Context: an optimization exercise on an open-source flow, tuned for small area and a short achievable clock period. The choices shown serve that exercise and are no tape-out recipe. Function was checked by simulation only, so behaviour that the tests miss may differ from the original. Power is estimated from default activity; no workload was simulated.

==> module rd_agu, before the edit <==
module rd_agu (input [2:0] a,
               input [111:0] rf,
               input [6:0] vld,
               input [15:0] pc,
               input [5:0] imm,
               output reg [15:0] q,
               output [6:0] cl,
               output [10:0] ones,
               output [10:0] zeros);
	integer j, i, k, m;
	always @(*) begin
		q = pc & {16{a == 3'd7}};
		for (j = 0; j < 7; j = j + 1)
			q = q | (rf[j*16 +: 16] & {16{(a == j) & vld[j]}});
	end
	reg [6:0] c;
	reg [5:0] g, t;
	reg term;
	always @(*) begin
		g = q[5:0] & imm;
		t = q[5:0] | imm;
		c[0] = 1'b0;
		for (i = 1; i < 7; i = i + 1) begin
			c[i] = 1'b0;
			for (k = 0; k < i; k = k + 1) begin
				term = g[k];
				for (m = k + 1; m < i; m = m + 1)
					term = term & t[m];
				c[i] = c[i] | term;
			end
		end
	end
	reg [10:0] on, ze;
	integer i3;
	always @(*) begin
		on[0] = 1'b1;
		ze[0] = 1'b1;
		for (i3 = 0; i3 < 10; i3 = i3 + 1) begin
			on[i3+1] = on[i3] & q[6+i3];
			ze[i3+1] = ze[i3] & ~q[6+i3];
		end
	end
	reg [7:0] c6r;
	reg [5:0] rg, rt;
	reg c6s, tm;
	integer j2, k2, m2;
	always @(*) begin
		for (j2 = 0; j2 < 8; j2 = j2 + 1) begin
			rg = (j2 == 7 ? pc[5:0] : rf[j2*16 +: 6]) & imm;
			rt = (j2 == 7 ? pc[5:0] : rf[j2*16 +: 6]) | imm;
			c6r[j2] = 1'b0;
			for (k2 = 0; k2 < 6; k2 = k2 + 1) begin
				tm = rg[k2];
				for (m2 = k2 + 1; m2 < 6; m2 = m2 + 1)
					tm = tm & rt[m2];
				c6r[j2] = c6r[j2] | tm;
			end
		end
		c6s = c6r[7] & (a == 3'd7);
		for (j2 = 0; j2 < 7; j2 = j2 + 1)
			c6s = c6s | (c6r[j2] & (a == j2) & vld[j2]);
	end
	assign cl = {c6s, c[5:0]};
	assign ones = on;
	assign zeros = ze;
endmodule
clock: 12.5 ns
lec_check: 0
cap_margin: 20
core_margin: 2
core_utilization: 60
cts_buf_list: sky130_fd_sc_hd__clkbuf_8
setup_slack_margin: 4.5
slew_margin: 20
synth_hierarchical: 1
standard.sh (not shown) runs the stock make flow with config.mk's settings and CLKGATE_MAP_FILE= SYNTH_SCRIPT=/design/flow/synth_recipe.tcl, a recipe that flattens the netlist after the stock synthesis.
==> flow/flow/run.sh <==
#!/bin/bash
# The standard layout, with plain buf_1 cells (instead of the delay
# buffers buffer_ports picks by default) as the port buffers.
set -euo pipefail
export BUFFER_PORTS_ARGS="-buffer_cell sky130_fd_sc_hd__buf_1"
bash standard.sh > standard_flow.log 2>&1
Rerun with:
--- a/flow/design.v
+++ b/flow/design.v
@@ -31,36 +31,15 @@
 		end
 	end
 	reg [10:0] on, ze;
-	integer i3;
 	always @(*) begin
 		on[0] = 1'b1;
 		ze[0] = 1'b1;
-		for (i3 = 0; i3 < 10; i3 = i3 + 1) begin
-			on[i3+1] = on[i3] & q[6+i3];
-			ze[i3+1] = ze[i3] & ~q[6+i3];
+		for (i = 0; i < 10; i = i + 1) begin
+			on[i+1] = on[i] & q[6+i];
+			ze[i+1] = ze[i] & ~q[6+i];
 		end
 	end
-	reg [7:0] c6r;
-	reg [5:0] rg, rt;
-	reg c6s, tm;
-	integer j2, k2, m2;
-	always @(*) begin
-		for (j2 = 0; j2 < 8; j2 = j2 + 1) begin
-			rg = (j2 == 7 ? pc[5:0] : rf[j2*16 +: 6]) & imm;
-			rt = (j2 == 7 ? pc[5:0] : rf[j2*16 +: 6]) | imm;
-			c6r[j2] = 1'b0;
-			for (k2 = 0; k2 < 6; k2 = k2 + 1) begin
-				tm = rg[k2];
-				for (m2 = k2 + 1; m2 < 6; m2 = m2 + 1)
-					tm = tm & rt[m2];
-				c6r[j2] = c6r[j2] | tm;
-			end
-		end
-		c6s = c6r[7] & (a == 3'd7);
-		for (j2 = 0; j2 < 7; j2 = j2 + 1)
-			c6s = c6s | (c6r[j2] & (a == j2) & vld[j2]);
-	end
-	assign cl = {c6s, c[5:0]};
+	assign cl = c;
 	assign ones = on;
 	assign zeros = ze;
 endmodule
What happened:
- The new run completed with no timing, DRC or antenna violations
- combinational power came out higher by 2.9%
- design area decreases by 3.9%
- sequential power went down by about 0.6%
- hold slack is better by 3.5 ps
- synthesized area came out lower by 3.8%
- final cell count drops by 7.9%
- wire length hardly moves
- maximum frequency goes down by 0.47%
- critical path depth climbs by 1

separate check: timing with driven ports:
The flow's constraints put no driver on any port. The routed layouts listed below were extracted and timed again, unchanged, in two steps.
Step 1 (the two cells are an assumption about what drives the block):
set clk [get_ports {clk}]
set_driving_cell -lib_cell sky130_fd_sc_hd__clkbuf_16 $clk
set_driving_cell -lib_cell sky130_fd_sc_hd__buf_2 [delete_from_list [all_inputs] $clk]
Step 2 adds t to the input delays and takes it off the output delays; t is the mean of the earliest and latest rising clock arrival at the registers after step 1. Input paths then give back, and output paths get back, about the clock's delay inside the block.
a / b / c = ideal ports / drivers / drivers and shift; a / b = the first two.
| run | shift t [ns] | setup WS [ns] | hold WS [ns] | latest minus earliest clock arrival (ns) | slew at the worst register clock pin (ns) |
|---|---|---|---|---|---|
| the first run | 0.492 | 4.541 / 4.515 / 4.274 | 0.529 / 0.529 / 0.529 | 0.019 / 0.020 | 0.10 / 0.10 |
| the second run | 0.506 | 4.503 / 4.472 / 4.296 | 0.533 / 0.533 / 0.533 | 0.017 / 0.017 | 0.10 / 0.10 |
After both steps every run listed still meets setup and hold. The setup slack of the first run, which loses most, moves by -0.026 ns with the drivers and by -0.267 ns with both steps.
